Context: an optimization exercise on an open-source flow, tuned for small area, a short achievable clock period and few clock cycles per item. The choices shown serve that exercise and are no tape-out recipe. Only simulation tests tie the RTL to the original design; equivalence was not proved.

## v6
==> flow/design.v <==
`default_nettype none
module xtea (
    input  wire [31:0] a,
    input  wire [31:0] b,
    input  wire [31:0] k,
    input  wire        cin,
    output wire [31:0] y
);
  wire [31:0] s = (b << 4) ^ (b >> 5);
  wire [31:0] c1;
  xtea_sk pf1 (.g(s & b), .p(s ^ b), .cin(1'b0), .c(c1));
  wire [31:0] f = s ^ b ^ c1;
  wire [31:0] gk = f ^ k;
  wire [31:0] c2;
  xtea_sk pf2 (.g(a & gk), .p(a ^ gk), .cin(cin), .c(c2));
  assign y = a ^ gk ^ c2;
endmodule
module xtea_sk (
    input  wire [31:0] g,
    input  wire [31:0] p,
    input  wire        cin,
    output wire [31:0] c
);
  wire [31:0] g0 = {g[31:1], g[0] | (p[0] & cin)};
  genvar l, m;
  generate
    for (l = 0; l < 5; l = l + 1) begin : lev
      wire [31:0] gi, pi, gs, ps, go, po;
      if (l == 0) begin : first
        assign gi = g0;
        assign pi = p;
      end else begin : next
        assign gi = lev[l-1].go;
        assign pi = lev[l-1].po;
      end
      for (m = 0; m < 32; m = m + (2 << l)) begin : blk
        assign gs[m+(1<<l)-1:m] = {(1 << l) {1'b0}};
        assign ps[m+(1<<l)-1:m] = {(1 << l) {1'b1}};
        assign gs[m+(2<<l)-1:m+(1<<l)] = {(1 << l) {gi[m+(1<<l)-1]}};
        assign ps[m+(2<<l)-1:m+(1<<l)] = {(1 << l) {pi[m+(1<<l)-1]}};
      end
      assign go = gi | (pi & gs);
      assign po = pi & ps;
    end
  endgenerate
  assign c = {lev[4].go[30:0], cin};
endmodule
`default_nettype none
module xtea_cores (
    input wire clk,
    input wire rst_i,
    input wire valid_i,
    input wire en_i,
    input wire [63:0] data_a_i,
    input wire [63:0] data_b_i,
    input wire [127:0] key,
    input wire decrypt_i,
    output wire [63:0] result_a_o,
    output wire [63:0] result_b_o,
    output reg valid_o,
    output reg busy_o
);
  localparam [31:0] DELTA = 32'h9e3779b9;
  localparam [31:0] SUM32 = 32'hc6ef3720;
  reg [6:0] cnt;
  reg dec;
  reg swp;
  reg cin;   
  reg [31:0] k0, k1, k2, k3;
  reg [31:0] aa, ba, ab, bb;
  reg [31:0] kr, t;
  wire rdy = ~busy_o | valid_o;
  wire acc = rdy & valid_i & en_i;
  wire last = dec ? (cnt == 7'd65) : (cnt == 7'd63);
  always @(posedge clk or posedge rst_i) begin
    if (rst_i) begin
      busy_o <= 1'b0;
      valid_o <= 1'b0;
    end else if (acc) begin
      busy_o <= 1'b1;
      valid_o <= 1'b0;
    end else if (valid_o) begin
      busy_o <= 1'b0;
      valid_o <= 1'b0;
    end else if (busy_o) begin
      valid_o <= last;
    end
  end
  always @(posedge clk or posedge rst_i) begin
    if (rst_i) begin
      cnt <= 7'd0;
      dec <= 1'b0;
      swp <= 1'b0;
      cin <= 1'b0;
    end else if (rdy) begin
      cnt <= 7'd0;
      dec <= decrypt_i;
      swp <= decrypt_i;
      cin <= decrypt_i;
    end else begin
      cnt <= cnt + 7'd1;
      swp <= dec & (cnt == 7'd64);
      cin <= cin & busy_o;
    end
  end
  always @(posedge clk) begin
    if (rdy) begin
      k0 <= key[127:96];
      k1 <= key[95:64];
      k2 <= key[63:32];
      k3 <= key[31:0];
    end
  end
  wire p = cnt[0] ^ dec;   
  wire [1:0] sel = cnt[0] ? t[1:0] : t[12:11];
  reg [31:0] ksel;
  always @(*) begin
    case (sel)
      2'd0: ksel = k0;
      2'd1: ksel = k1;
      2'd2: ksel = k2;
      default: ksel = k3;
    endcase
  end
  wire [31:0] sk = t + ksel;
  always @(posedge clk) begin
    if (rdy) begin
      kr <= key[127:96];
      t  <= decrypt_i ? SUM32 : DELTA;
    end else begin
      kr <= sk ^ {32{dec}};
      if (p) t <= dec ? t - DELTA : t + DELTA;
    end
  end
  wire [31:0] na, nb;
  xtea step_a (.a(aa), .b(ba), .k(kr), .cin(cin), .y(na));
  xtea step_b (.a(ab), .b(bb), .k(kr), .cin(cin), .y(nb));
  always @(posedge clk) begin
    if (rdy) begin
      aa <= data_a_i[63:32];
      ba <= data_a_i[31:0];
      ab <= data_b_i[63:32];
      bb <= data_b_i[31:0];
    end else begin
      aa <= ba;
      ba <= swp ? aa : na;
      ab <= bb;
      bb <= swp ? ab : nb;
    end
  end
  assign result_a_o = {aa, ba};
  assign result_b_o = {ab, bb};
endmodule
==> flow/config.mk <==
export PLATFORM = sky130hd
export DESIGN_NAME = xtea_cores
export DESIGN_NICKNAME = xtea_cores
export VERILOG_FILES = /design/flow/design.v
export SDC_FILE = /design/flow/constraint.sdc
export NUM_CORES = 4
export LEC_CHECK = 0
export ABC_AREA = 1
export CAP_MARGIN = 20
export CORE_MARGIN = 2
export CORE_UTILIZATION = 60
export PLACE_DENSITY = 0.75
export SETUP_SLACK_MARGIN = 3.5
export SLEW_MARGIN = 20
==> flow/constraint.sdc <==
create_clock -name core_clock -period 7.0 [get_ports {clk}]
set_input_delay 1.4000 -clock core_clock [delete_from_list [all_inputs] [get_ports {clk}]]
set_output_delay 1.4000 -clock core_clock [all_outputs]
set_load 0.01 [all_outputs]
standard.sh (not shown) runs the stock make flow with config.mk's settings and CLKGATE_MAP_FILE= SYNTH_SCRIPT=/design/flow/synth_recipe.tcl, a recipe that flattens the netlist after the stock synthesis.
==> flow/flow/run.sh <==
#!/bin/bash
# Standard ORFS layout, but the port buffers are the smallest buffer cell and
# CTS uses smaller buffers and no dummy loads.
set -euo pipefail
export BUFFER_PORTS_ARGS="-buffer_cell sky130_fd_sc_hd__buf_1"
export ADDER_MAP_FILE=
export CTS_ARGS="-sink_clustering_enable -repair_clock_nets -dont_use_dummy_load -buf_list {sky130_fd_sc_hd__clkbuf_4 sky130_fd_sc_hd__clkbuf_8}"
bash standard.sh > standard_make.log 2>&1
Testbench counts of v6, summed over its fixed seeds: cycles 25,346, items 768.
Input-level comparison between v7 and v6:
--- a/flow/design.v
+++ b/flow/design.v
@@ -5,46 +5,11 @@
     input  wire [31:0] k,
     input  wire        cin,
     output wire [31:0] y
 );
-  wire [31:0] s = (b << 4) ^ (b >> 5);
-  wire [31:0] c1;
-  xtea_sk pf1 (.g(s & b), .p(s ^ b), .cin(1'b0), .c(c1));
-  wire [31:0] f = s ^ b ^ c1;
-  wire [31:0] gk = f ^ k;
-  wire [31:0] c2;
-  xtea_sk pf2 (.g(a & gk), .p(a ^ gk), .cin(cin), .c(c2));
-  assign y = a ^ gk ^ c2;
-endmodule
-module xtea_sk (
-    input  wire [31:0] g,
-    input  wire [31:0] p,
-    input  wire        cin,
-    output wire [31:0] c
-);
-  wire [31:0] g0 = {g[31:1], g[0] | (p[0] & cin)};
-  genvar l, m;
-  generate
-    for (l = 0; l < 5; l = l + 1) begin : lev
-      wire [31:0] gi, pi, gs, ps, go, po;
-      if (l == 0) begin : first
-        assign gi = g0;
-        assign pi = p;
-      end else begin : next
-        assign gi = lev[l-1].go;
-        assign pi = lev[l-1].po;
-      end
-      for (m = 0; m < 32; m = m + (2 << l)) begin : blk
-        assign gs[m+(1<<l)-1:m] = {(1 << l) {1'b0}};
-        assign ps[m+(1<<l)-1:m] = {(1 << l) {1'b1}};
-        assign gs[m+(2<<l)-1:m+(1<<l)] = {(1 << l) {gi[m+(1<<l)-1]}};
-        assign ps[m+(2<<l)-1:m+(1<<l)] = {(1 << l) {pi[m+(1<<l)-1]}};
-      end
-      assign go = gi | (pi & gs);
-      assign po = pi & ps;
-    end
-  endgenerate
-  assign c = {lev[4].go[30:0], cin};
+  wire [31:0] f = ((b << 4) ^ (b >> 5)) + b;
+  wire [32:0] s = {a, cin} + {f ^ k, cin};
+  assign y = s[32:1];
 endmodule
 `default_nettype none
 module xtea_cores (
     input wire clk,
==> notes.md <==
Area of all sequential standard cells grows slightly when moving from v6 to v7. Going from v6 to v7, the fraction of the yosys area taken by sequential cells was found to have gone down by 4.1 points. On count of cells along the worst hold path: between v7 and v6, it ends up lower for v6. v7 vs v6, required time of the critical path went down by 130 ps. Met3 demand-to-capacity share in global routing in v7 vs v6: up 0.83 points.
Testbench counts of v7, summed over its fixed seeds: cycles 25,346, items 768.

Setup of main:
// xtea_cores: RTL as listed in full above, without the edits since
Settings: LEC_CHECK=0, ABC_AREA=1, CAP_MARGIN=20, CORE_MARGIN=2, CORE_UTILIZATION=60, PLACE_DENSITY=0.75, SETUP_SLACK_MARGIN=3.6, SLEW_MARGIN=20; clock period 7.0 ns.
Scripts as last shown in full above: flow/flow/run.sh
Every stage of the flow completed for main, and the final layout passed the timing, design-rule and antenna checks.
Testbench counts of main, summed over its fixed seeds: cycles 25,346, items 768.
What the feature branch does differently from main at the input level:
==> flow/design.v, changed modules only <==
module xtea_cores (
    input wire clk,
    input wire rst_i,
    input wire valid_i,
    input wire en_i,
    input wire [63:0] data_a_i,
    input wire [63:0] data_b_i,
    input wire [127:0] key,
    input wire decrypt_i,
    output wire [63:0] result_a_o,
    output wire [63:0] result_b_o,
    output reg valid_o,
    output reg busy_o
);
  localparam [31:0] DELTA = 32'h9e3779b9;
  localparam [31:0] SUM32 = 32'hc6ef3720;
  reg [6:0] cnt;
  reg dec;
  reg swp;
  reg cin;   
  reg [31:0] k0, k1, k2, k3;
  reg [31:0] aa, ba, ab, bb;
  reg [31:0] kr, t;
  reg nrdy;
  wire rdy = ~nrdy;
  wire acc = rdy & valid_i & en_i;
  wire last = dec ? (cnt == 7'd65) : (cnt == 7'd63);
  always @(posedge clk or posedge rst_i) begin
    if (rst_i) begin
      busy_o <= 1'b0;
      valid_o <= 1'b0;
      nrdy <= 1'b0;
    end else if (acc) begin
      busy_o <= 1'b1;
      valid_o <= 1'b0;
      nrdy <= 1'b1;
    end else if (valid_o) begin
      busy_o <= 1'b0;
      valid_o <= 1'b0;
      nrdy <= 1'b0;
    end else if (busy_o) begin
      valid_o <= last;
      nrdy <= ~last;
    end
  end
  always @(posedge clk or posedge rst_i) begin
    if (rst_i) begin
      cnt <= 7'd0;
      dec <= 1'b0;
      swp <= 1'b0;
      cin <= 1'b0;
    end else if (rdy) begin
      cnt <= 7'd0;
      dec <= decrypt_i;
      swp <= decrypt_i;
      cin <= decrypt_i;
    end else begin
      cnt <= cnt + 7'd1;
      swp <= dec & (cnt == 7'd64);
      cin <= cin & busy_o;
    end
  end
  always @(posedge clk) begin
    if (rdy) begin
      k0 <= key[127:96];
      k1 <= key[95:64];
      k2 <= key[63:32];
      k3 <= key[31:0];
    end
  end
  wire p = cnt[0] ^ dec;   
  reg [1:0] sel;
  reg [31:0] ksel;
  always @(*) begin
    case (sel)
      2'd0: ksel = k0;
      2'd1: ksel = k1;
      2'd2: ksel = k2;
      default: ksel = k3;
    endcase
  end
  wire [31:0] skc;
  xtea_sk skadd (.g(t & ksel), .p(t ^ ksel), .cin(1'b0), .c(skc));
  wire [31:0] sk = t ^ ksel ^ skc;
  wire [31:0] tn = p ? (dec ? t - DELTA : t + DELTA) : t;
  always @(posedge clk) begin
    if (rdy) begin
      kr  <= key[127:96];
      t   <= decrypt_i ? SUM32 : DELTA;
      sel <= decrypt_i ? SUM32[12:11] : DELTA[12:11];
    end else begin
      kr  <= sk ^ {32{dec}};
      t   <= tn;
      sel <= cnt[0] ? tn[12:11] : tn[1:0];
    end
  end
  wire [31:0] na, nb;
  xtea step_a (.a(aa), .b(ba), .k(kr), .cin(cin), .y(na));
  xtea step_b (.a(ab), .b(bb), .k(kr), .cin(cin), .y(nb));
  always @(posedge clk) begin
    if (rdy) begin
      aa <= data_a_i[63:32];
      ba <= data_a_i[31:0];
      ab <= data_b_i[63:32];
      bb <= data_b_i[31:0];
    end else begin
      aa <= ba;
      ba <= swp ? aa : na;
      ab <= bb;
      bb <= swp ? ab : nb;
    end
  end
  assign result_a_o = {aa, ba};
  assign result_b_o = {ab, bb};
endmodule
Results
- In the feature branch the first-pass GRT wire length turned out about 6% higher than in main.
- Compared with main, the feature branch shows a higher starting utilization of the core area.
- The feature branch reports a lower share of the clock period used by the worst path after layout than main does.
- Higher final design area excluding fillers among main and the feature branch: main
- Standard-cell row count went down slightly going from main to the feature branch.
- Compared with main, the feature branch shows a lower multi-input combinational cell count.
- main → the feature branch: clock period minus worst slack -0.018 ns; count of pins on the block boundary shows no meaningful change.
- In the feature branch the largest fanout on the critical path turned out 8 higher than in main.
- STATUS fmax: the feature branch wins against main
- Taking main as the reference point, the post-detailed-routing wire length of the feature branch rises by 5.4%.
- Taking main as the reference, in the feature branch final cell count without fillers has decreased.
Testbench counts of the feature branch, summed over its fixed seeds: cycles 25,346, items 768.

what the ideal ports hide:
The results above use ideal ports. As a check the final layouts listed here were re-extracted and re-timed, cells and wires unchanged.
Step 1, drivers: a clkbuf_16 drives clk and a buf_2 each remaining input, both assumed.
Step 2 moves the port delays by t, midway between the first and last clock arrival at a register: inputs arrive t later, outputs are due t later. That takes back most of the time a late clock gives input paths.
Slacks: no drivers / after step 1 / after step 2; pairs: no drivers / after step 1.
run | t, ns | slack for setup (ns) | clock arrival spread, ns | worst register clock-pin slew, ns | worst data-port slew with drivers (ns)
v6 | 0.684 | 3.716 / 3.716 / 3.716 | 0.045 / 0.045 | 0.06 / 0.06 | 0.04
v7 | 0.717 | 3.564 / 3.564 / 3.564 | 0.071 / 0.071 | 0.07 / 0.07 | 0.05
main | 0.689 | 3.720 / 3.720 / 3.720 | 0.046 / 0.046 | 0.06 / 0.06 | 0.04
the feature branch | 0.682 | 3.737 / 3.737 / 3.737 | 0.092 / 0.092 | 0.07 / 0.07 | 0.05
After both steps setup and hold are still met in every run listed.
